This design comes from an exercise in tuning for small area and a short achievable clock period on the open sky130 flow, not from production work. Function not checked in this run: the RTL went through the layout flow alone. The clock cells of this run come from the design's own scripts or RTL, not from TritonCTS. The clock port is modelled as an ideal driver, which makes a skipped or thinned clock tree look cheaper than it is; a real chip needs a root buffer or a tree. No activity file was given, so power comes from the tool's default toggle rates.

--- config.mk ---
export PLATFORM = sky130hd
export DESIGN_NAME = alu_top
export DESIGN_NICKNAME = alu_top
export VERILOG_FILES = /design/flow/design.v
export SDC_FILE = /design/flow/constraint.sdc
export NUM_CORES = 4
export LEC_CHECK = 0
export CAP_MARGIN = 20
export CORE_MARGIN = 2
export CORE_UTILIZATION = 40
export SLEW_MARGIN = 20
export SYNTH_HIERARCHICAL = 1
--- constraint.sdc ---
create_clock -name core_clock -period 14.5 [get_ports {clk}]
set_input_delay 2.9000 -clock core_clock [delete_from_list [all_inputs] [get_ports {clk}]]
set_output_delay 2.9000 -clock core_clock [all_outputs]
set_load 0.01 [all_outputs]
--- design.v ---
module alu_top(clk, a, b, op, out, carry_out, over_flow, zero);
input clk;
input [31:0] a, b;
input [2:0] op;
output reg [31:0] out;
output reg carry_out, over_flow, zero;
reg [31:0] a_r, b_r;
reg [2:0] op_r;
wire [31:0] alu_out;
wire alu_carry_out, alu_over_flow, alu_zero;
ALU alu_core(a_r, b_r, op_r, alu_out, alu_carry_out, alu_over_flow, alu_zero);
always @(posedge clk) begin
	a_r <= a;
	b_r <= b;
	op_r <= op;
	out <= alu_out;
	carry_out <= alu_carry_out;
	over_flow <= alu_over_flow;
	zero <= alu_zero;
end
endmodule

module lf_andn(a, b, y);
input a, b;
output y;
assign y = ~a & b;
endmodule
module lf_aoi21(a, b, c, y);
input a, b, c;
output y;
assign y = ~((a & b) | c);
endmodule
module lf_g0(a, b, ci, inv, bi, y);
input a, b, ci, inv, bi;
output y;
assign y = ~(a ? (b | ci) : (b ? inv : bi));
endmodule
module lf_inv(a, y);
input a;
output y;
assign y = ~a;
endmodule
module lf_mux2(s, a, b, y);
input s, a, b;
output y;
assign y = s ? b : a;
endmodule
module lf_mux2i(s, a, b, y);
input s, a, b;
output y;
assign y = ~(s ? b : a);
endmodule
module lf_nand2(a, b, y);
input a, b;
output y;
assign y = ~(a & b);
endmodule
module lf_nand4(a, b, c, d, y);
input a, b, c, d;
output y;
assign y = ~(a & b & c & d);
endmodule
module lf_nor2(a, b, y);
input a, b;
output y;
assign y = ~(a | b);
endmodule
module lf_nor4(a, b, c, d, y);
input a, b, c, d;
output y;
assign y = ~(a | b | c | d);
endmodule
module lf_oai21(a, b, c, y);
input a, b, c;
output y;
assign y = ~((a | b) & c);
endmodule
module lf_oai22(a, b, c, d, y);
input a, b, c, d;
output y;
assign y = ~((a | b) & (c | d));
endmodule
module lf_xnor2(a, b, y);
input a, b;
output y;
assign y = ~(a ^ b);
endmodule
module lf_xor2(a, b, y);
input a, b;
output y;
assign y = a ^ b;
endmodule
module ALU(a, b, addr, out, carry_out, over_flow, zero);
input [31:0] a, b;
input [2:0] addr;
output [31:0] out;
output carry_out, over_flow, zero;
wire op3 = (addr == 3'd3);
wire bi  = (addr == 3'd1) | op3;             
wire inv = (addr == 3'd5) | (addr == 3'd6);  
wire ci  = bi | inv;                         
wire cin_n = ~ci;
wire epn = (addr == 3'd3) | (addr == 3'd4) | (addr == 3'd5);  
wire egn = ~addr[2];                                           
wire ec  = (addr == 3'd0) | (addr == 3'd1);
wire ecn = ~ec;
wire q_1;
wire q_2;
wire q_3;
wire q_4;
wire q_5;
wire q_6;
wire q_7;
wire q_8;
wire q_9;
wire q_10;
wire q_11;
wire q_12;
wire q_13;
wire q_14;
wire q_15;
wire q_16;
wire q_17;
wire q_18;
wire q_19;
wire q_20;
wire q_21;
wire q_22;
wire q_23;
wire q_24;
wire q_25;
wire q_26;
wire q_27;
wire q_28;
wire q_29;
wire q_30;
wire q_31;
wire q_32;
wire bi_33;
wire bi_34;
wire bi_35;
wire bi_36;
wire bi_37;
wire bi_38;
wire bi_39;
wire bi_40;
wire pn_41;
wire pn_42;
wire pn_43;
wire pn_44;
wire pn_45;
wire pn_46;
wire pn_47;
wire pn_48;
wire pn_49;
wire pn_50;
wire pn_51;
wire pn_52;
wire pn_53;
wire pn_54;
wire pn_55;
wire pn_56;
wire pn_57;
wire pn_58;
wire pn_59;
wire pn_60;
wire pn_61;
wire pn_62;
wire pn_63;
wire pn_64;
wire pn_65;
wire pn_66;
wire pn_67;
wire pn_68;
wire pn_69;
wire pn_70;
wire pn_71;
wire pn_72;
wire gn_73;
wire gn_74;
wire gn_75;
wire gn_76;
wire gn_77;
wire gn_78;
wire gn_79;
wire gn_80;
wire gn_81;
wire gn_82;
wire gn_83;
wire gn_84;
wire gn_85;
wire gn_86;
wire gn_87;
wire gn_88;
wire gn_89;
wire gn_90;
wire gn_91;
wire gn_92;
wire gn_93;
wire gn_94;
wire gn_95;
wire gn_96;
wire gn_97;
wire gn_98;
wire gn_99;
wire gn_100;
wire gn_101;
wire gn_102;
wire gn_103;
wire gn_104;
wire G_105;
wire G_106;
wire G_107;
wire P_108;
wire G_109;
wire P_110;
wire G_111;
wire P_112;
wire G_113;
wire P_114;
wire G_115;
wire P_116;
wire G_117;
wire P_118;
wire G_119;
wire P_120;
wire G_121;
wire P_122;
wire G_123;
wire P_124;
wire G_125;
wire P_126;
wire G_127;
wire P_128;
wire G_129;
wire P_130;
wire G_131;
wire P_132;
wire G_133;
wire P_134;
wire G_135;
wire P_136;
wire G_137;
wire G_138;
wire P_139;
wire G_140;
wire P_141;
wire G_142;
wire P_143;
wire G_144;
wire P_145;
wire G_146;
wire P_147;
wire G_148;
wire P_149;
wire G_150;
wire P_151;
wire i_152;
wire G_153;
wire G_154;
wire i_155;
wire G_156;
wire i_157;
wire P_158;
wire G_159;
wire P_160;
wire i_161;
wire G_162;
wire i_163;
wire P_164;
wire G_165;
wire P_166;
wire i_167;
wire G_168;
wire i_169;
wire P_170;
wire G_171;
wire P_172;
wire G_173;
wire i_174;
wire G_175;
wire G_176;
wire G_177;
wire G_178;
wire P_179;
wire i_180;
wire G_181;
wire i_182;
wire P_183;
wire G_184;
wire P_185;
wire G_186;
wire P_187;
wire i_188;
wire G_189;
wire G_190;
wire G_191;
wire G_192;
wire G_193;
wire G_194;
wire G_195;
wire G_196;
wire i_197;
wire G_198;
wire G_199;
wire G_200;
wire G_201;
wire G_202;
wire i_203;
wire G_204;
wire i_205;
wire G_206;
wire G_207;
wire G_208;
wire i_209;
wire G_210;
wire i_211;
wire G_212;
wire G_213;
wire i_214;
wire G_215;
wire G_216;
wire G_217;
wire L_218;
wire L_219;
wire kn_220;
wire M_221;
wire L_222;
wire k_223;
wire M_224;
wire L_225;
wire M_226;
wire L_227;
wire M_228;
wire L_229;
wire M_230;
wire L_231;
wire M_232;
wire L_233;
wire M_234;
wire L_235;
wire M_236;
wire L_237;
wire M_238;
wire L_239;
wire M_240;
wire L_241;
wire M_242;
wire L_243;
wire M_244;
wire L_245;
wire M_246;
wire L_247;
wire M_248;
wire L_249;
wire M_250;
wire L_251;
wire kn_252;
wire M_253;
wire L_254;
wire k_255;
wire M_256;
wire L_257;
wire M_258;
wire L_259;
wire M_260;
wire L_261;
wire M_262;
wire L_263;
wire M_264;
wire L_265;
wire M_266;
wire L_267;
wire M_268;
wire L_269;
wire M_270;
wire L_271;
wire M_272;
wire L_273;
wire M_274;
wire L_275;
wire M_276;
wire L_277;
wire M_278;
wire L_279;
wire M_280;
wire L_281;
wire M_282;
wire L_283;
wire M_284;
wire z_285;
wire z_286;
wire z_287;
wire z_288;
wire z_289;
wire z_290;
wire z_291;
wire z_292;
wire z_293;
wire z_294;
wire z_295;
wire z_296;
wire z_297;
wire z_298;
wire z_299;
wire z_300;
wire z_301;
wire z_302;
wire z_303;
wire z_304;
wire mb0;
wire c31 = G_217;
wire c32 = G_196;
wire p31 = ~pn_72;
wire k1 = (op3 & ~p31) | inv;
wire k0 = (op3 & p31) | inv;
wire m1 = (ec & ci) | k1;
wire m0 = (ec & ci) | k0;
assign carry_out = c32 ^ inv;
assign over_flow = c31 ^ c32;
  lf_xnor2 u0 (.a(a[0]), .b(b[0]), .y(q_1));
  lf_xnor2 u1 (.a(a[1]), .b(b[1]), .y(q_2));
  lf_xnor2 u2 (.a(a[2]), .b(b[2]), .y(q_3));
  lf_xnor2 u3 (.a(a[3]), .b(b[3]), .y(q_4));
  lf_xnor2 u4 (.a(a[4]), .b(b[4]), .y(q_5));
  lf_xnor2 u5 (.a(a[5]), .b(b[5]), .y(q_6));
  lf_xnor2 u6 (.a(a[6]), .b(b[6]), .y(q_7));
  lf_xnor2 u7 (.a(a[7]), .b(b[7]), .y(q_8));
  lf_xnor2 u8 (.a(a[8]), .b(b[8]), .y(q_9));
  lf_xnor2 u9 (.a(a[9]), .b(b[9]), .y(q_10));
  lf_xnor2 u10 (.a(a[10]), .b(b[10]), .y(q_11));
  lf_xnor2 u11 (.a(a[11]), .b(b[11]), .y(q_12));
  lf_xnor2 u12 (.a(a[12]), .b(b[12]), .y(q_13));
  lf_xnor2 u13 (.a(a[13]), .b(b[13]), .y(q_14));
  lf_xnor2 u14 (.a(a[14]), .b(b[14]), .y(q_15));
  lf_xnor2 u15 (.a(a[15]), .b(b[15]), .y(q_16));
  lf_xnor2 u16 (.a(a[16]), .b(b[16]), .y(q_17));
  lf_xnor2 u17 (.a(a[17]), .b(b[17]), .y(q_18));
  lf_xnor2 u18 (.a(a[18]), .b(b[18]), .y(q_19));
  lf_xnor2 u19 (.a(a[19]), .b(b[19]), .y(q_20));
  lf_xnor2 u20 (.a(a[20]), .b(b[20]), .y(q_21));
  lf_xnor2 u21 (.a(a[21]), .b(b[21]), .y(q_22));
  lf_xnor2 u22 (.a(a[22]), .b(b[22]), .y(q_23));
  lf_xnor2 u23 (.a(a[23]), .b(b[23]), .y(q_24));
  lf_xnor2 u24 (.a(a[24]), .b(b[24]), .y(q_25));
  lf_xnor2 u25 (.a(a[25]), .b(b[25]), .y(q_26));
  lf_xnor2 u26 (.a(a[26]), .b(b[26]), .y(q_27));
  lf_xnor2 u27 (.a(a[27]), .b(b[27]), .y(q_28));
  lf_xnor2 u28 (.a(a[28]), .b(b[28]), .y(q_29));
  lf_xnor2 u29 (.a(a[29]), .b(b[29]), .y(q_30));
  lf_xnor2 u30 (.a(a[30]), .b(b[30]), .y(q_31));
  lf_xnor2 u31 (.a(a[31]), .b(b[31]), .y(q_32));
  lf_andn u32 (.a(addr[2]), .b(addr[0]), .y(bi_33));
  lf_andn u33 (.a(addr[2]), .b(addr[0]), .y(bi_34));
  lf_andn u34 (.a(addr[2]), .b(addr[0]), .y(bi_35));
  lf_andn u35 (.a(addr[2]), .b(addr[0]), .y(bi_36));
  lf_andn u36 (.a(addr[2]), .b(addr[0]), .y(bi_37));
  lf_andn u37 (.a(addr[2]), .b(addr[0]), .y(bi_38));
  lf_andn u38 (.a(addr[2]), .b(addr[0]), .y(bi_39));
  lf_andn u39 (.a(addr[2]), .b(addr[0]), .y(bi_40));
  lf_xor2 u40 (.a(q_1), .b(bi_33), .y(pn_41));
  lf_xor2 u41 (.a(q_2), .b(bi_33), .y(pn_42));
  lf_xor2 u42 (.a(q_3), .b(bi_33), .y(pn_43));
  lf_xor2 u43 (.a(q_4), .b(bi_33), .y(pn_44));
  lf_xor2 u44 (.a(q_5), .b(bi_34), .y(pn_45));
  lf_xor2 u45 (.a(q_6), .b(bi_34), .y(pn_46));
  lf_xor2 u46 (.a(q_7), .b(bi_34), .y(pn_47));
  lf_xor2 u47 (.a(q_8), .b(bi_34), .y(pn_48));
  lf_xor2 u48 (.a(q_9), .b(bi_35), .y(pn_49));
  lf_xor2 u49 (.a(q_10), .b(bi_35), .y(pn_50));
  lf_xor2 u50 (.a(q_11), .b(bi_35), .y(pn_51));
  lf_xor2 u51 (.a(q_12), .b(bi_35), .y(pn_52));
  lf_xor2 u52 (.a(q_13), .b(bi_36), .y(pn_53));
  lf_xor2 u53 (.a(q_14), .b(bi_36), .y(pn_54));
  lf_xor2 u54 (.a(q_15), .b(bi_36), .y(pn_55));
  lf_xor2 u55 (.a(q_16), .b(bi_36), .y(pn_56));
  lf_xor2 u56 (.a(q_17), .b(bi_37), .y(pn_57));
  lf_xor2 u57 (.a(q_18), .b(bi_37), .y(pn_58));
  lf_xor2 u58 (.a(q_19), .b(bi_37), .y(pn_59));
  lf_xor2 u59 (.a(q_20), .b(bi_37), .y(pn_60));
  lf_xor2 u60 (.a(q_21), .b(bi_38), .y(pn_61));
  lf_xor2 u61 (.a(q_22), .b(bi_38), .y(pn_62));
  lf_xor2 u62 (.a(q_23), .b(bi_38), .y(pn_63));
  lf_xor2 u63 (.a(q_24), .b(bi_38), .y(pn_64));
  lf_xor2 u64 (.a(q_25), .b(bi_39), .y(pn_65));
  lf_xor2 u65 (.a(q_26), .b(bi_39), .y(pn_66));
  lf_xor2 u66 (.a(q_27), .b(bi_39), .y(pn_67));
  lf_xor2 u67 (.a(q_28), .b(bi_39), .y(pn_68));
  lf_xor2 u68 (.a(q_29), .b(bi_40), .y(pn_69));
  lf_xor2 u69 (.a(q_30), .b(bi_40), .y(pn_70));
  lf_xor2 u70 (.a(q_31), .b(bi_40), .y(pn_71));
  lf_xor2 u71 (.a(q_32), .b(bi_40), .y(pn_72));
  lf_nand2 u72 (.a(a[0]), .b(pn_41), .y(gn_73));
  lf_nand2 u73 (.a(a[1]), .b(pn_42), .y(gn_74));
  lf_nand2 u74 (.a(a[2]), .b(pn_43), .y(gn_75));
  lf_nand2 u75 (.a(a[3]), .b(pn_44), .y(gn_76));
  lf_nand2 u76 (.a(a[4]), .b(pn_45), .y(gn_77));
  lf_nand2 u77 (.a(a[5]), .b(pn_46), .y(gn_78));
  lf_nand2 u78 (.a(a[6]), .b(pn_47), .y(gn_79));
  lf_nand2 u79 (.a(a[7]), .b(pn_48), .y(gn_80));
  lf_nand2 u80 (.a(a[8]), .b(pn_49), .y(gn_81));
  lf_nand2 u81 (.a(a[9]), .b(pn_50), .y(gn_82));
  lf_nand2 u82 (.a(a[10]), .b(pn_51), .y(gn_83));
  lf_nand2 u83 (.a(a[11]), .b(pn_52), .y(gn_84));
  lf_nand2 u84 (.a(a[12]), .b(pn_53), .y(gn_85));
  lf_nand2 u85 (.a(a[13]), .b(pn_54), .y(gn_86));
  lf_nand2 u86 (.a(a[14]), .b(pn_55), .y(gn_87));
  lf_nand2 u87 (.a(a[15]), .b(pn_56), .y(gn_88));
  lf_nand2 u88 (.a(a[16]), .b(pn_57), .y(gn_89));
  lf_nand2 u89 (.a(a[17]), .b(pn_58), .y(gn_90));
  lf_nand2 u90 (.a(a[18]), .b(pn_59), .y(gn_91));
  lf_nand2 u91 (.a(a[19]), .b(pn_60), .y(gn_92));
  lf_nand2 u92 (.a(a[20]), .b(pn_61), .y(gn_93));
  lf_nand2 u93 (.a(a[21]), .b(pn_62), .y(gn_94));
  lf_nand2 u94 (.a(a[22]), .b(pn_63), .y(gn_95));
  lf_nand2 u95 (.a(a[23]), .b(pn_64), .y(gn_96));
  lf_nand2 u96 (.a(a[24]), .b(pn_65), .y(gn_97));
  lf_nand2 u97 (.a(a[25]), .b(pn_66), .y(gn_98));
  lf_nand2 u98 (.a(a[26]), .b(pn_67), .y(gn_99));
  lf_nand2 u99 (.a(a[27]), .b(pn_68), .y(gn_100));
  lf_nand2 u100 (.a(a[28]), .b(pn_69), .y(gn_101));
  lf_nand2 u101 (.a(a[29]), .b(pn_70), .y(gn_102));
  lf_nand2 u102 (.a(a[30]), .b(pn_71), .y(gn_103));
  lf_nand2 u103 (.a(a[31]), .b(pn_72), .y(gn_104));
  lf_g0 u104 (.a(a[0]), .b(b[0]), .ci(ci), .inv(inv), .bi(bi), .y(G_105));
  lf_oai21 u105 (.a(pn_42), .b(G_105), .c(gn_74), .y(G_106));
  lf_oai21 u106 (.a(pn_44), .b(gn_75), .c(gn_76), .y(G_107));
  lf_nor2 u107 (.a(pn_44), .b(pn_43), .y(P_108));
  lf_oai21 u108 (.a(pn_46), .b(gn_77), .c(gn_78), .y(G_109));
  lf_nor2 u109 (.a(pn_46), .b(pn_45), .y(P_110));
  lf_oai21 u110 (.a(pn_48), .b(gn_79), .c(gn_80), .y(G_111));
  lf_nor2 u111 (.a(pn_48), .b(pn_47), .y(P_112));
  lf_oai21 u112 (.a(pn_50), .b(gn_81), .c(gn_82), .y(G_113));
  lf_nor2 u113 (.a(pn_50), .b(pn_49), .y(P_114));
  lf_oai21 u114 (.a(pn_52), .b(gn_83), .c(gn_84), .y(G_115));
  lf_nor2 u115 (.a(pn_52), .b(pn_51), .y(P_116));
  lf_oai21 u116 (.a(pn_54), .b(gn_85), .c(gn_86), .y(G_117));
  lf_nor2 u117 (.a(pn_54), .b(pn_53), .y(P_118));
  lf_oai21 u118 (.a(pn_56), .b(gn_87), .c(gn_88), .y(G_119));
  lf_nor2 u119 (.a(pn_56), .b(pn_55), .y(P_120));
  lf_oai21 u120 (.a(pn_58), .b(gn_89), .c(gn_90), .y(G_121));
  lf_nor2 u121 (.a(pn_58), .b(pn_57), .y(P_122));
  lf_oai21 u122 (.a(pn_60), .b(gn_91), .c(gn_92), .y(G_123));
  lf_nor2 u123 (.a(pn_60), .b(pn_59), .y(P_124));
  lf_oai21 u124 (.a(pn_62), .b(gn_93), .c(gn_94), .y(G_125));
  lf_nor2 u125 (.a(pn_62), .b(pn_61), .y(P_126));
  lf_oai21 u126 (.a(pn_64), .b(gn_95), .c(gn_96), .y(G_127));
  lf_nor2 u127 (.a(pn_64), .b(pn_63), .y(P_128));
  lf_oai21 u128 (.a(pn_66), .b(gn_97), .c(gn_98), .y(G_129));
  lf_nor2 u129 (.a(pn_66), .b(pn_65), .y(P_130));
  lf_oai21 u130 (.a(pn_68), .b(gn_99), .c(gn_100), .y(G_131));
  lf_nor2 u131 (.a(pn_68), .b(pn_67), .y(P_132));
  lf_oai21 u132 (.a(pn_70), .b(gn_101), .c(gn_102), .y(G_133));
  lf_nor2 u133 (.a(pn_70), .b(pn_69), .y(P_134));
  lf_oai21 u134 (.a(pn_72), .b(gn_103), .c(gn_104), .y(G_135));
  lf_nor2 u135 (.a(pn_72), .b(pn_71), .y(P_136));
  lf_aoi21 u136 (.a(P_108), .b(G_106), .c(G_107), .y(G_137));
  lf_aoi21 u137 (.a(P_112), .b(G_109), .c(G_111), .y(G_138));
  lf_nand2 u138 (.a(P_112), .b(P_110), .y(P_139));
  lf_aoi21 u139 (.a(P_116), .b(G_113), .c(G_115), .y(G_140));
  lf_nand2 u140 (.a(P_116), .b(P_114), .y(P_141));
  lf_aoi21 u141 (.a(P_120), .b(G_117), .c(G_119), .y(G_142));
  lf_nand2 u142 (.a(P_120), .b(P_118), .y(P_143));
  lf_aoi21 u143 (.a(P_124), .b(G_121), .c(G_123), .y(G_144));
  lf_nand2 u144 (.a(P_124), .b(P_122), .y(P_145));
  lf_aoi21 u145 (.a(P_128), .b(G_125), .c(G_127), .y(G_146));
  lf_nand2 u146 (.a(P_128), .b(P_126), .y(P_147));
  lf_aoi21 u147 (.a(P_132), .b(G_129), .c(G_131), .y(G_148));
  lf_nand2 u148 (.a(P_132), .b(P_130), .y(P_149));
  lf_aoi21 u149 (.a(P_136), .b(G_133), .c(G_135), .y(G_150));
  lf_nand2 u150 (.a(P_136), .b(P_134), .y(P_151));
  lf_inv u151 (.a(G_137), .y(i_152));
  lf_aoi21 u152 (.a(P_110), .b(i_152), .c(G_109), .y(G_153));
  lf_oai21 u153 (.a(P_139), .b(G_137), .c(G_138), .y(G_154));
  lf_inv u154 (.a(G_140), .y(i_155));
  lf_aoi21 u155 (.a(P_118), .b(i_155), .c(G_117), .y(G_156));
  lf_inv u156 (.a(P_141), .y(i_157));
  lf_nand2 u157 (.a(P_118), .b(i_157), .y(P_158));
  lf_oai21 u158 (.a(P_143), .b(G_140), .c(G_142), .y(G_159));
  lf_nor2 u159 (.a(P_143), .b(P_141), .y(P_160));
  lf_inv u160 (.a(G_144), .y(i_161));
  lf_aoi21 u161 (.a(P_126), .b(i_161), .c(G_125), .y(G_162));
  lf_inv u162 (.a(P_145), .y(i_163));
  lf_nand2 u163 (.a(P_126), .b(i_163), .y(P_164));
  lf_oai21 u164 (.a(P_147), .b(G_144), .c(G_146), .y(G_165));
  lf_nor2 u165 (.a(P_147), .b(P_145), .y(P_166));
  lf_inv u166 (.a(G_148), .y(i_167));
  lf_aoi21 u167 (.a(P_134), .b(i_167), .c(G_133), .y(G_168));
  lf_inv u168 (.a(P_149), .y(i_169));
  lf_nand2 u169 (.a(P_134), .b(i_169), .y(P_170));
  lf_oai21 u170 (.a(P_151), .b(G_148), .c(G_150), .y(G_171));
  lf_nor2 u171 (.a(P_151), .b(P_149), .y(P_172));
  lf_aoi21 u172 (.a(P_114), .b(G_154), .c(G_113), .y(G_173));
  lf_inv u173 (.a(G_154), .y(i_174));
  lf_oai21 u174 (.a(P_141), .b(i_174), .c(G_140), .y(G_175));
  lf_oai21 u175 (.a(P_158), .b(i_174), .c(G_156), .y(G_176));
  lf_aoi21 u176 (.a(P_160), .b(G_154), .c(G_159), .y(G_177));
  lf_aoi21 u177 (.a(P_130), .b(G_165), .c(G_129), .y(G_178));
  lf_nand2 u178 (.a(P_130), .b(P_166), .y(P_179));
  lf_inv u179 (.a(G_165), .y(i_180));
  lf_oai21 u180 (.a(P_149), .b(i_180), .c(G_148), .y(G_181));
  lf_inv u181 (.a(P_166), .y(i_182));
  lf_nor2 u182 (.a(P_149), .b(i_182), .y(P_183));
  lf_oai21 u183 (.a(P_170), .b(i_180), .c(G_168), .y(G_184));
  lf_nor2 u184 (.a(P_170), .b(i_182), .y(P_185));
  lf_aoi21 u185 (.a(P_172), .b(G_165), .c(G_171), .y(G_186));
  lf_nand2 u186 (.a(P_172), .b(P_166), .y(P_187));
  lf_inv u187 (.a(G_177), .y(i_188));
  lf_aoi21 u188 (.a(P_122), .b(i_188), .c(G_121), .y(G_189));
  lf_oai21 u189 (.a(P_145), .b(G_177), .c(G_144), .y(G_190));
  lf_oai21 u190 (.a(P_164), .b(G_177), .c(G_162), .y(G_191));
  lf_aoi21 u191 (.a(P_166), .b(i_188), .c(G_165), .y(G_192));
  lf_oai21 u192 (.a(P_179), .b(G_177), .c(G_178), .y(G_193));
  lf_aoi21 u193 (.a(P_183), .b(i_188), .c(G_181), .y(G_194));
  lf_aoi21 u194 (.a(P_185), .b(i_188), .c(G_184), .y(G_195));
  lf_oai21 u195 (.a(P_187), .b(G_177), .c(G_186), .y(G_196));
  lf_inv u196 (.a(G_106), .y(i_197));
  lf_oai21 u197 (.a(pn_43), .b(i_197), .c(gn_75), .y(G_198));
  lf_oai21 u198 (.a(pn_45), .b(G_137), .c(gn_77), .y(G_199));
  lf_oai21 u199 (.a(pn_47), .b(G_153), .c(gn_79), .y(G_200));
  lf_oai21 u200 (.a(pn_49), .b(i_174), .c(gn_81), .y(G_201));
  lf_oai21 u201 (.a(pn_51), .b(G_173), .c(gn_83), .y(G_202));
  lf_inv u202 (.a(G_175), .y(i_203));
  lf_oai21 u203 (.a(pn_53), .b(i_203), .c(gn_85), .y(G_204));
  lf_inv u204 (.a(G_176), .y(i_205));
  lf_oai21 u205 (.a(pn_55), .b(i_205), .c(gn_87), .y(G_206));
  lf_oai21 u206 (.a(pn_57), .b(G_177), .c(gn_89), .y(G_207));
  lf_oai21 u207 (.a(pn_59), .b(G_189), .c(gn_91), .y(G_208));
  lf_inv u208 (.a(G_190), .y(i_209));
  lf_oai21 u209 (.a(pn_61), .b(i_209), .c(gn_93), .y(G_210));
  lf_inv u210 (.a(G_191), .y(i_211));
  lf_oai21 u211 (.a(pn_63), .b(i_211), .c(gn_95), .y(G_212));
  lf_oai21 u212 (.a(pn_65), .b(G_192), .c(gn_97), .y(G_213));
  lf_inv u213 (.a(G_193), .y(i_214));
  lf_oai21 u214 (.a(pn_67), .b(i_214), .c(gn_99), .y(G_215));
  lf_oai21 u215 (.a(pn_69), .b(G_194), .c(gn_101), .y(G_216));
  lf_oai21 u216 (.a(pn_71), .b(G_195), .c(gn_103), .y(G_217));
  lf_oai22 u217 (.a(pn_41), .b(epn), .c(gn_73), .d(egn), .y(L_218));
  lf_xor2 u218 (.a(L_218), .b(mb0), .y(out[0]));
  lf_oai22 u219 (.a(pn_42), .b(epn), .c(gn_74), .d(egn), .y(L_219));
  lf_mux2i u220 (.s(G_196), .a(k0), .b(k1), .y(kn_220));
  lf_oai21 u221 (.a(G_105), .b(ecn), .c(kn_220), .y(M_221));
  lf_xor2 u222 (.a(L_219), .b(M_221), .y(out[1]));
  lf_oai22 u223 (.a(pn_43), .b(epn), .c(gn_75), .d(egn), .y(L_222));
  lf_mux2 u224 (.s(G_196), .a(k0), .b(k1), .y(k_223));
  lf_aoi21 u225 (.a(G_106), .b(ec), .c(k_223), .y(M_224));
  lf_xnor2 u226 (.a(L_222), .b(M_224), .y(out[2]));
  lf_oai22 u227 (.a(pn_44), .b(epn), .c(gn_76), .d(egn), .y(L_225));
  lf_aoi21 u228 (.a(G_198), .b(ec), .c(k_223), .y(M_226));
  lf_xnor2 u229 (.a(L_225), .b(M_226), .y(out[3]));
  lf_oai22 u230 (.a(pn_45), .b(epn), .c(gn_77), .d(egn), .y(L_227));
  lf_oai21 u231 (.a(G_137), .b(ecn), .c(kn_220), .y(M_228));
  lf_xor2 u232 (.a(L_227), .b(M_228), .y(out[4]));
  lf_oai22 u233 (.a(pn_46), .b(epn), .c(gn_78), .d(egn), .y(L_229));
  lf_aoi21 u234 (.a(G_199), .b(ec), .c(k_223), .y(M_230));
  lf_xnor2 u235 (.a(L_229), .b(M_230), .y(out[5]));
  lf_oai22 u236 (.a(pn_47), .b(epn), .c(gn_79), .d(egn), .y(L_231));
  lf_oai21 u237 (.a(G_153), .b(ecn), .c(kn_220), .y(M_232));
  lf_xor2 u238 (.a(L_231), .b(M_232), .y(out[6]));
  lf_oai22 u239 (.a(pn_48), .b(epn), .c(gn_80), .d(egn), .y(L_233));
  lf_aoi21 u240 (.a(G_200), .b(ec), .c(k_223), .y(M_234));
  lf_xnor2 u241 (.a(L_233), .b(M_234), .y(out[7]));
  lf_oai22 u242 (.a(pn_49), .b(epn), .c(gn_81), .d(egn), .y(L_235));
  lf_aoi21 u243 (.a(G_154), .b(ec), .c(k_223), .y(M_236));
  lf_xnor2 u244 (.a(L_235), .b(M_236), .y(out[8]));
  lf_oai22 u245 (.a(pn_50), .b(epn), .c(gn_82), .d(egn), .y(L_237));
  lf_aoi21 u246 (.a(G_201), .b(ec), .c(k_223), .y(M_238));
  lf_xnor2 u247 (.a(L_237), .b(M_238), .y(out[9]));
  lf_oai22 u248 (.a(pn_51), .b(epn), .c(gn_83), .d(egn), .y(L_239));
  lf_oai21 u249 (.a(G_173), .b(ecn), .c(kn_220), .y(M_240));
  lf_xor2 u250 (.a(L_239), .b(M_240), .y(out[10]));
  lf_oai22 u251 (.a(pn_52), .b(epn), .c(gn_84), .d(egn), .y(L_241));
  lf_aoi21 u252 (.a(G_202), .b(ec), .c(k_223), .y(M_242));
  lf_xnor2 u253 (.a(L_241), .b(M_242), .y(out[11]));
  lf_oai22 u254 (.a(pn_53), .b(epn), .c(gn_85), .d(egn), .y(L_243));
  lf_aoi21 u255 (.a(G_175), .b(ec), .c(k_223), .y(M_244));
  lf_xnor2 u256 (.a(L_243), .b(M_244), .y(out[12]));
  lf_oai22 u257 (.a(pn_54), .b(epn), .c(gn_86), .d(egn), .y(L_245));
  lf_aoi21 u258 (.a(G_204), .b(ec), .c(k_223), .y(M_246));
  lf_xnor2 u259 (.a(L_245), .b(M_246), .y(out[13]));
  lf_oai22 u260 (.a(pn_55), .b(epn), .c(gn_87), .d(egn), .y(L_247));
  lf_aoi21 u261 (.a(G_176), .b(ec), .c(k_223), .y(M_248));
  lf_xnor2 u262 (.a(L_247), .b(M_248), .y(out[14]));
  lf_oai22 u263 (.a(pn_56), .b(epn), .c(gn_88), .d(egn), .y(L_249));
  lf_aoi21 u264 (.a(G_206), .b(ec), .c(k_223), .y(M_250));
  lf_xnor2 u265 (.a(L_249), .b(M_250), .y(out[15]));
  lf_oai22 u266 (.a(pn_57), .b(epn), .c(gn_89), .d(egn), .y(L_251));
  lf_mux2i u267 (.s(G_196), .a(k0), .b(k1), .y(kn_252));
  lf_oai21 u268 (.a(G_177), .b(ecn), .c(kn_252), .y(M_253));
  lf_xor2 u269 (.a(L_251), .b(M_253), .y(out[16]));
  lf_oai22 u270 (.a(pn_58), .b(epn), .c(gn_90), .d(egn), .y(L_254));
  lf_mux2 u271 (.s(G_196), .a(k0), .b(k1), .y(k_255));
  lf_aoi21 u272 (.a(G_207), .b(ec), .c(k_255), .y(M_256));
  lf_xnor2 u273 (.a(L_254), .b(M_256), .y(out[17]));
  lf_oai22 u274 (.a(pn_59), .b(epn), .c(gn_91), .d(egn), .y(L_257));
  lf_oai21 u275 (.a(G_189), .b(ecn), .c(kn_252), .y(M_258));
  lf_xor2 u276 (.a(L_257), .b(M_258), .y(out[18]));
  lf_oai22 u277 (.a(pn_60), .b(epn), .c(gn_92), .d(egn), .y(L_259));
  lf_aoi21 u278 (.a(G_208), .b(ec), .c(k_255), .y(M_260));
  lf_xnor2 u279 (.a(L_259), .b(M_260), .y(out[19]));
  lf_oai22 u280 (.a(pn_61), .b(epn), .c(gn_93), .d(egn), .y(L_261));
  lf_aoi21 u281 (.a(G_190), .b(ec), .c(k_255), .y(M_262));
  lf_xnor2 u282 (.a(L_261), .b(M_262), .y(out[20]));
  lf_oai22 u283 (.a(pn_62), .b(epn), .c(gn_94), .d(egn), .y(L_263));
  lf_aoi21 u284 (.a(G_210), .b(ec), .c(k_255), .y(M_264));
  lf_xnor2 u285 (.a(L_263), .b(M_264), .y(out[21]));
  lf_oai22 u286 (.a(pn_63), .b(epn), .c(gn_95), .d(egn), .y(L_265));
  lf_aoi21 u287 (.a(G_191), .b(ec), .c(k_255), .y(M_266));
  lf_xnor2 u288 (.a(L_265), .b(M_266), .y(out[22]));
  lf_oai22 u289 (.a(pn_64), .b(epn), .c(gn_96), .d(egn), .y(L_267));
  lf_aoi21 u290 (.a(G_212), .b(ec), .c(k_255), .y(M_268));
  lf_xnor2 u291 (.a(L_267), .b(M_268), .y(out[23]));
  lf_oai22 u292 (.a(pn_65), .b(epn), .c(gn_97), .d(egn), .y(L_269));
  lf_oai21 u293 (.a(G_192), .b(ecn), .c(kn_252), .y(M_270));
  lf_xor2 u294 (.a(L_269), .b(M_270), .y(out[24]));
  lf_oai22 u295 (.a(pn_66), .b(epn), .c(gn_98), .d(egn), .y(L_271));
  lf_aoi21 u296 (.a(G_213), .b(ec), .c(k_255), .y(M_272));
  lf_xnor2 u297 (.a(L_271), .b(M_272), .y(out[25]));
  lf_oai22 u298 (.a(pn_67), .b(epn), .c(gn_99), .d(egn), .y(L_273));
  lf_aoi21 u299 (.a(G_193), .b(ec), .c(k_255), .y(M_274));
  lf_xnor2 u300 (.a(L_273), .b(M_274), .y(out[26]));
  lf_oai22 u301 (.a(pn_68), .b(epn), .c(gn_100), .d(egn), .y(L_275));
  lf_aoi21 u302 (.a(G_215), .b(ec), .c(k_255), .y(M_276));
  lf_xnor2 u303 (.a(L_275), .b(M_276), .y(out[27]));
  lf_oai22 u304 (.a(pn_69), .b(epn), .c(gn_101), .d(egn), .y(L_277));
  lf_oai21 u305 (.a(G_194), .b(ecn), .c(kn_252), .y(M_278));
  lf_xor2 u306 (.a(L_277), .b(M_278), .y(out[28]));
  lf_oai22 u307 (.a(pn_70), .b(epn), .c(gn_102), .d(egn), .y(L_279));
  lf_aoi21 u308 (.a(G_216), .b(ec), .c(k_255), .y(M_280));
  lf_xnor2 u309 (.a(L_279), .b(M_280), .y(out[29]));
  lf_oai22 u310 (.a(pn_71), .b(epn), .c(gn_103), .d(egn), .y(L_281));
  lf_oai21 u311 (.a(G_195), .b(ecn), .c(kn_252), .y(M_282));
  lf_xor2 u312 (.a(L_281), .b(M_282), .y(out[30]));
  lf_oai22 u313 (.a(pn_72), .b(epn), .c(gn_104), .d(egn), .y(L_283));
  lf_aoi21 u314 (.a(G_217), .b(ec), .c(k_255), .y(M_284));
  lf_xnor2 u315 (.a(L_283), .b(M_284), .y(out[31]));
  lf_nor2 u316 (.a(out[0]), .b(out[1]), .y(z_285));
  lf_nor2 u317 (.a(out[2]), .b(out[3]), .y(z_286));
  lf_nor2 u318 (.a(out[4]), .b(out[5]), .y(z_287));
  lf_nor2 u319 (.a(out[6]), .b(out[7]), .y(z_288));
  lf_nor2 u320 (.a(out[8]), .b(out[9]), .y(z_289));
  lf_nor2 u321 (.a(out[10]), .b(out[11]), .y(z_290));
  lf_nor2 u322 (.a(out[12]), .b(out[13]), .y(z_291));
  lf_nor2 u323 (.a(out[14]), .b(out[15]), .y(z_292));
  lf_nor2 u324 (.a(out[16]), .b(out[17]), .y(z_293));
  lf_nor2 u325 (.a(out[18]), .b(out[19]), .y(z_294));
  lf_nor2 u326 (.a(out[20]), .b(out[21]), .y(z_295));
  lf_nor2 u327 (.a(out[22]), .b(out[23]), .y(z_296));
  lf_nor2 u328 (.a(out[24]), .b(out[25]), .y(z_297));
  lf_nor2 u329 (.a(out[26]), .b(out[27]), .y(z_298));
  lf_nor2 u330 (.a(out[28]), .b(out[29]), .y(z_299));
  lf_nor2 u331 (.a(out[30]), .b(out[31]), .y(z_300));
  lf_nand4 u332 (.a(z_285), .b(z_286), .c(z_287), .d(z_288), .y(z_301));
  lf_nand4 u333 (.a(z_289), .b(z_290), .c(z_291), .d(z_292), .y(z_302));
  lf_nand4 u334 (.a(z_293), .b(z_294), .c(z_295), .d(z_296), .y(z_303));
  lf_nand4 u335 (.a(z_297), .b(z_298), .c(z_299), .d(z_300), .y(z_304));
  lf_nor4 u336 (.a(z_301), .b(z_302), .c(z_303), .d(z_304), .y(zero));
lf_mux2 um (.s(c32), .a(m0), .b(m1), .y(mb0));   
endmodule
--- flow/run.sh ---
#!/bin/bash
# The standard layout (standard.sh) with these changes to how it is made:
#  - the port buffers are sky130 buf_1 rather than the resizer's default pick;
#  - before floorplanning every combinational cell is set to drive strength 1
#    (flow/downsize.tcl), so only the resizer's timing repair sizes cells up;
#  - the timing repair aims at a setup slack margin of SETUP_MARGIN ns;
#  - the clock port drives MCTS_K buffers that each drive the flip-flops of
#    one region (flow/cts_hook.tcl), instead of TritonCTS's two-level tree.
# Each tool's output goes to ORFS's own per-step logs under orfs/logs; make's
# output goes to standard.log.
export BUFFER_PORTS_ARGS="-buffer_cell sky130_fd_sc_hd__buf_1"
export SETUP_SLACK_MARGIN=${SETUP_MARGIN:-10.8}
export PRE_FLOORPLAN_TCL=$PWD/flow/downsize.tcl
export MCTS_K=${MCTS_K:-4}
export MCTS_CELL=${MCTS_CELL:-sky130_fd_sc_hd__buf_12}
export PRE_CTS_TCL=$PWD/flow/cts_hook.tcl
bash standard.sh > standard.log 2>&1
--- flow/cts_hook.tcl ---
# Clock distribution with one level of buffers: the clock port drives
# K buffer cells, each driving the flip-flops of one region of the
# core (the flip-flops split into K groups of equal size by position).
proc manual_cts {K {cell sky130_fd_sc_hd__clkbuf_16}} {
  set block [ord::get_db_block]
  set clknet [$block findNet clk]
  set master [[ord::get_db] findMaster $cell]
  set sinks {}
  foreach it [$clknet getITerms] {
    set inst [$it getInst]
    set xy [$inst getLocation]
    lappend sinks [list $it [lindex $xy 0] [lindex $xy 1]]
  }
  # split along the longer side of the sinks' bounding box
  set xs [lsort -integer [lmap s $sinks {lindex $s 1}]]
  set ys [lsort -integer [lmap s $sinks {lindex $s 2}]]
  set idx [expr {([lindex $xs end] - [lindex $xs 0]) >= ([lindex $ys end] - [lindex $ys 0]) ? 1 : 2}]
  set sinks [lsort -integer -index $idx $sinks]
  set n [llength $sinks]
  for {set g 0} {$g < $K} {incr g} {
    set lo [expr {$g * $n / $K}]
    set hi [expr {($g + 1) * $n / $K - 1}]
    set grp [lrange $sinks $lo $hi]
    set inst [odb::dbInst_create $block $master "clkbuf_m_$g"]
    set net [odb::dbNet_create $block "clk_m_$g"]
    $net setSigType CLOCK
    [$inst findITerm A] connect $clknet
    [$inst findITerm X] connect $net
    set sx 0; set sy 0
    foreach s $grp {
      set it [lindex $s 0]
      $it disconnect
      $it connect $net
      incr sx [lindex $s 1]; incr sy [lindex $s 2]
    }
    set m [llength $grp]
    $inst setLocation [expr {$sx / $m}] [expr {$sy / $m}]
    $inst setPlacementStatus PLACED
  }
}

# Used as the PRE_CTS hook of the standard flow: build the one-level clock
# distribution here, then let cts.tcl go on (detailed placement, timing
# repair) with TritonCTS's own tree building turned into a no-op.
manual_cts $::env(MCTS_K) $::env(MCTS_CELL)
set_propagated_clock [all_clocks]
rename clock_tree_synthesis tritoncts_clock_tree_synthesis
proc clock_tree_synthesis {args} {
  puts "cts_hook.tcl: clock_tree_synthesis skipped (one-level clock buffers built in the PRE_CTS hook)"
}
--- flow/downsize.tcl ---
# Start placement from the smallest drive of every combinational cell that
# synthesis sized up; the timing repair later in the flow sizes up again only
# the cells on paths that need it. Flip-flops are left as synthesis made them.
set db [ord::get_db]
set n 0
foreach inst [[ord::get_db_block] getInsts] {
  set m [[$inst getMaster] getName]
  if {[regexp {^(sky130_fd_sc_hd__([a-z0-9]+))_([0-9]+)$} $m -> base kind sz] && $sz > 1
      && ![string match df* $kind] && ![string match sdf* $kind] && ![string match dl* $kind]} {
    set nm [$db findMaster ${base}_1]
    if {$nm ne "NULL"} {
      $inst swapMaster $nm
      incr n
    }
  }
}
puts "downsize.tcl: $n cells set to drive strength 1"
--- standard.sh ---
#!/bin/bash
# synth_recipe.tcl (not shown) runs the flow's synth.tcl, then flattens the netlist and writes it again
# the make line also repeats each setting of config.mk as NAME=value (left out here)
make -C /OpenROAD-flow-scripts/flow DESIGN_CONFIG=/design/flow/config.mk WORK_HOME=/design/flow/orfs CLKGATE_MAP_FILE= SYNTH_SCRIPT=/design/flow/synth_recipe.tcl "${@:-finish}"
==> results.cfg <==
[status]
status = no timing/DRC/antenna violations

[sta]
maxClockFrequency_mhz = 279.3
max-slew-margin-rel_pct = 44.39
fin_crit_share_pct = 24.69
worst_pin_slew_ns = 0.8254
fin_setup_tns_ns = 0
rsz0062_at_grt = false
setup_violations = 0
final.min_clock_period_ns = 3.580
postLayoutSetupSlackWorst_ns = 10.92
finalMaxSlewViolations = 0
timing.final.hold_violations = 0
finalClockSkew_ns = 0.01117

[worst_setup_path]
critPathMaxFanout = 1
capturing_point_of_the_worst_reg2reg_path = zero
timing.critical_path.arrival_ns = 0.68
cp.buffers_inverters = 1
critical-path-slowest-cell = sky130_fd_sc_hd__dfxtp_1
timing.critical_path.max_delay_family = flip-flops
criticalPathCategory = register to output port
reg2reg_from = op_r[2]
startpoint_type = register
reg2reg_setup_slack_ns = 11.00
cp_max_stage_delay_ns = 0.37
r2r.worst_path.cells = 15
path_cells = buf_1
required_time_worst_endpoint_ns = 11.60
timing.critical_path.to_type = output port

[yosys]
synthCells = 463
mappedNetlistNets = 531
yosysWarnings = 7

[global_route]
wire_length_of_the_first_global_routing_pass_microns = 15210
number_of_antenna_violations_at_the_first_check_in_global_routing = 0
maximum_number_of_pins_on_one_net_before_global_route_repair = 34
total_overflow_reported_by_the_global_router = 0
grtUsageTotal_pct = 16.03
via_count_of_the_first_global_routing_pass = 3294

[floorplanning]
fp.dieArea_sq_mm = 0.01132
dieWidth_microns = 106.4
starting_density_pct = 41.01
rows = 37
boundaryPins = 103
die_height_microns = 106.4
core_area_sq_mm = 0.01023

[layout]
fin_util_pct = 50.76
layout.area.seq_sq_mm = 0.002051
share_of_final_layout_standard_cells_stronger_than_drive_strength_1_pct = 9.231
multiInputGateArea_sq_mm = 0.002286
stdcell_count = 721
fin_nets = 655
filler_cell_count = 1011
layout.cells.most_common = sky130_fd_sc_hd__buf_1
final_cell_mix = 102 x sky130_fd_sc_hd__buf_1, 99 x sky130_fd_sc_hd__dfxtp_1, 56 x sky130_fd_sc_hd__xnor2_1, 48 x sky130_fd_sc_hd__o21ai_1, 47 x sky130_fd_sc_hd__nand2_1
antenna_cells_inserted = 0

[power]
p_per_area_mw_per_mm2 = 136.5
power_leakage_nw = 2.025
worst_ir_drop_vdd_mv = 0.05463

[detailed_routing]
avg_vias_per_cell = 4.907
drt-wirelength-per-cell_microns = 13.38
route.final.wire_length_microns = 9649
detailed_router_s_first_iteration_violation_count = 132
ant_nets = 0
drt_drc_violations_left = 0
dr.pass1.iters = 4
detailroute.via_count = 3538

[place]
io_buffer_count = 102
place_inst = 702
place_congestion = 0.8330
dp_worst_setup_slack_ns = 9.827
dp.final_hpwl_microns = 7111

[clocking]
worstSkewPairLatency_ns = 0.14
path_clk_slew_ns = 0.10

[min_path]
hold_path_class = register to register
timing.hold.worst_endpoint = out[3]
worst_hold_startpoint = a_r[3]
hold_depth = 3

[job]
drv.max_cap_violation_count = 0
==> flip-flops by register name, summed over array words and instances, names as in the netlist <==
signal	cells
out	32
over_flow	1
op_r	3
b_r	32
zero	1
carry_out	1
a_r	32
==> cell type report <==
| cell class | instances | area share [%] |
|---|---|---|
| Buffer | 4 | 1.542 |
| Inverter | 21 | 1.518 |
| Multi-Input combinational cell | 341 | 44.01 |
| Sequential cell | 102 | 39.48 |
| Tap cell | 136 | 3.276 |
| Timing Repair Buffer | 117 | 10.17 |
==> per-layer routing <==
layer,global-route usage (%),part of all wire (%)
met1,21.81,45
met2,28.39,49
met5,0,0
met3,0.7357,4.6
met4,3.247,1.7
==> per-stage QoR <==
stage | hold slack (ns) | power [mW] | area [sq um]
after detailed placement | 0.6561 | 0.5780 | 4760
after global placement | 0.6519 | 0.5756 | 4760
after floorplan | 0.6222 | 0.5080 | 4195
after CTS | 0.6708 | 0.6952 | 4916
final | 0.6695 | 0.7089 | 5194
after global routing | 0.7094 | 0.7551 | 5194
==> repair_timing <==
action,4_1_cts,5_1_grt
setup endpoints to repair,33,1
buffers inserted,0,13
gates cloned,0,1
resized for setup,21,25
hold buffers,0,0
pin swaps,0,4
==> power breakdown <==
part           switching, mW  internal (mW)
Clock                 0.0694         0.0450
Combinational          0.149         0.0973
Sequential            0.0197          0.329
==> worst max-delay path by stage <==
stage / start / end / slack [ns] / cells past startpoint
4_1_cts: op_r[1] / zero / 10.81 / 15
3_5_place_dp: op_r[2] / zero / 9.83 / 15
2_1_floorplan: op_r[2] / zero / 10.80 / 7
3_3_place_gp: op_r[2] / zero / 9.99 / 15
5_1_grt: op_r[2] / zero / 10.78 / 15
6_report: zero / zero / 10.92 / 1

==> what the ideal ports hide <==
No port has a modelled driver above. Below, the same layout with a new extraction and two added sets of constraints. Step 1 (the two cells are an assumption about what drives the block):
set clk [get_ports {clk}]
set_driving_cell -lib_cell sky130_fd_sc_hd__clkbuf_16 $clk
set_driving_cell -lib_cell sky130_fd_sc_hd__buf_2 [delete_from_list [all_inputs] $clk]
Step 2 times the ports against the registers' clock, not the clock port: input delays grow and output delays shrink by t, the midpoint of the rising clock arrivals with the driver on. Slacks: ideal / step 1 / step 2; pairs: ideal / step 1.
t (ns): 0.209
setup slack, ns: 10.920 / 10.843 / 11.002
worst hold slack (ns): 0.669 / 0.669 / 0.669
worst data-port slew with drivers (ns): 0.03
After both steps setup and hold are still met in this run. For this run, drivers alone change the setup slack by -0.077 ns; drivers and shift together by +0.082 ns.
